Context: an optimization exercise on an open-source flow, tuned for small area and a short achievable clock period. The choices shown serve that exercise and are no tape-out recipe. In this exercise RTL edits were held to simulation tests only and were not proved equivalent to the original. The flow treats the clock pin as an ideal source, which a real chip does not have. No activity file was given, so power comes from the tool's default toggle rates.

Setup of v14:
==> flow/design.v (excerpt) <==
module execute(
    input clk,
    input [1:0] ctlwb_in, ctlm_in,
    input [31:0] npc, rdata1, rdata2, s_extend,
    input [4:0] instr_2016, instr_1511,
    input [1:0] alu_op,
    input [5:0] funct,
    input alusrc, regdst,
    output reg [1:0] ctlwb_out, ctlm_out,
    output reg [31:0] adder_out, alu_result_out, rdata2_out,
    output reg [4:0] muxout_out
);
clock: 3.6 ns
lec_check: 0
cap_margin: 20
core_margin: 2
core_utilization: 40
cts_buf_list: sky130_fd_sc_hd__clkbuf_8
gpl_timing_driven: 0
setup_slack_margin: 1.2
slew_margin: 20
tns_end_percent: 0
standard.sh (not shown) runs the stock make flow with config.mk's settings and CLKGATE_MAP_FILE= SYNTH_SCRIPT=/design/flow/synth_recipe.tcl, a recipe that flattens the netlist after the stock synthesis.
==> flow/flow/run.sh <==
#!/bin/bash
# The standard layout (standard.sh) with: synthesis through flow/synth.tcl
# (ABC mapping script flow/abc.script, no full/half-adder cell extraction),
# and plain buf_1 cells as the port buffers.
set -euo pipefail
cd "$(dirname "$0")/.."
export MY_ABC_SCRIPT=$PWD/flow/abc.script
bash standard.sh SYNTH_SCRIPT=$PWD/flow/synth.tcl ADDER_MAP_FILE= BUFFER_PORTS_ARGS="-buffer_cell sky130_fd_sc_hd__buf_1" MATCH_CELL_FOOTPRINT=0 finish > standard.log 2>&1
==> flow/flow/abc.script <==
strash
dch -f
map -D 1600
topo
buffer -c
upsize -c
dnsize -c
==> flow/flow/synth.tcl <==
# The standard synthesis (synth_recipe.tcl), with ABC's mapping script
# replaced by flow/abc.script (delay-driven mapping).
proc synth {args} { yosys synth -nofsm -noshare {*}$args }
proc abc {args} {
  set i [lsearch $args -script]
  if {$i >= 0} { lset args [expr {$i+1}] $::env(MY_ABC_SCRIPT) }
  yosys abc {*}$args
}
source $::env(SCRIPTS_DIR)/synth.tcl
# left out here: clear keep_hierarchy, flatten, clean up, hide names made inside functions, write 1_2_yosys.v
Input-level comparison between v33 and v14:
Settings: CTS_BUF_LIST no longer set, was sky130_fd_sc_hd__clkbuf_8.
--- a/flow/flow/run.sh
+++ b/flow/flow/run.sh
@@ -7,2 +7,2 @@
 export MY_ABC_SCRIPT=$PWD/flow/abc.script
-bash standard.sh SYNTH_SCRIPT=$PWD/flow/synth.tcl ADDER_MAP_FILE= BUFFER_PORTS_ARGS="-buffer_cell sky130_fd_sc_hd__buf_1" MATCH_CELL_FOOTPRINT=0 finish > standard.log 2>&1
+bash standard.sh SYNTH_SCRIPT=$PWD/flow/synth.tcl ADDER_MAP_FILE= BUFFER_PORTS_ARGS="-buffer_cell sky130_fd_sc_hd__buf_1" POST_CTS_TCL=$PWD/flow/post_cts.tcl finish > standard.log 2>&1
==> flow/flow/post_cts.tcl (new file) <==
# Extra setup repair after CTS, without the footprint restriction, aimed at
# the worst path only.
estimate_parasitics -placement
repair_timing -setup -setup_margin 1.6 -repair_tns 0 -max_passes 200 -verbose
detailed_placement
check_placement -verbose
==> run notes <==
Of v33 and v14, v14 shows the lower worst hold slack after final layout, with v33 above it.
Relative to v14, number of clock buffer instances in the layout has increased by 1 in v33.
[compare] base=v14 new=v33: power went up about 7%, clock buffer and inverter area fraction after layout went up 1.2 points, path length in cells of the critical path went down 1, met3 routed wirelength went up 110 um, design area went up 0.40%.
On final wirelength, v33 tracks v14 almost exactly.
Setup changes, v33 to v36
Settings: SETUP_SLACK_MARGIN removed (was 1.2); TNS_END_PERCENT removed (was 0).
--- a/flow/flow/run.sh
+++ b/flow/flow/run.sh
@@ -7,2 +7,2 @@
 export MY_ABC_SCRIPT=$PWD/flow/abc.script
-bash standard.sh SYNTH_SCRIPT=$PWD/flow/synth.tcl ADDER_MAP_FILE= BUFFER_PORTS_ARGS="-buffer_cell sky130_fd_sc_hd__buf_1" POST_CTS_TCL=$PWD/flow/post_cts.tcl finish > standard.log 2>&1
+bash standard.sh SYNTH_SCRIPT=$PWD/flow/synth.tcl ADDER_MAP_FILE= BUFFER_PORTS_ARGS="-buffer_cell sky130_fd_sc_hd__buf_1" MATCH_CELL_FOOTPRINT=0 finish > standard.log 2>&1
==> flow/flow/abc.script <==
strash
dch -f
amap
topo
buffer -c
upsize -c
dnsize -c
removed: flow/flow/post_cts.tcl
- From v33 to v36 the numbers moved as follows: sequential share of cell area now sits higher; count of non-CTS inverters in the layout now sits lower.
- In v36 the proportion of cell area occupied by multi-input gates turned out 2.9 points lower than in v33.
- From v33 to v36 the numbers moved as follows: fmax lower, share of total power in sequential cells now sits higher.
- Looking at proportion of power drawn by the clock network, v36 sits above v33.
- Clock period minus worst slack: v36 vs v33 up 900 ps

[afterwards: timing with drivers on the ports]
Ports are ideal in the flow. The routed layouts listed here were re-timed in OpenROAD.
Step 1, drivers: a clkbuf_16 drives clk and a buf_2 each remaining input, both assumed.
Step 2, shift: input delay + t, output delay - t, t = (earliest + latest rising clock arrival at the registers) / 2. This alone moves slack from input paths to output paths.
Slacks: ideal ports / drivers / drivers and shift; pairs: ideal ports / drivers.
run | t, ns | setup slack, ns | worst data-port slew with drivers (ns)
v14 | 0.422 | 0.982 / 0.975 / 0.552 | 0.07
v33 | 0.393 | 0.991 / 1.007 / 0.614 | 0.07
v36 | 0.398 | 0.088 / 0.102 / -0.296 | 0.07
Met with ideal ports but missed after step 2: setup timing in v36. For v14, which loses most, drivers alone change the setup slack by -0.007 ns; drivers and shift together by -0.430 ns.
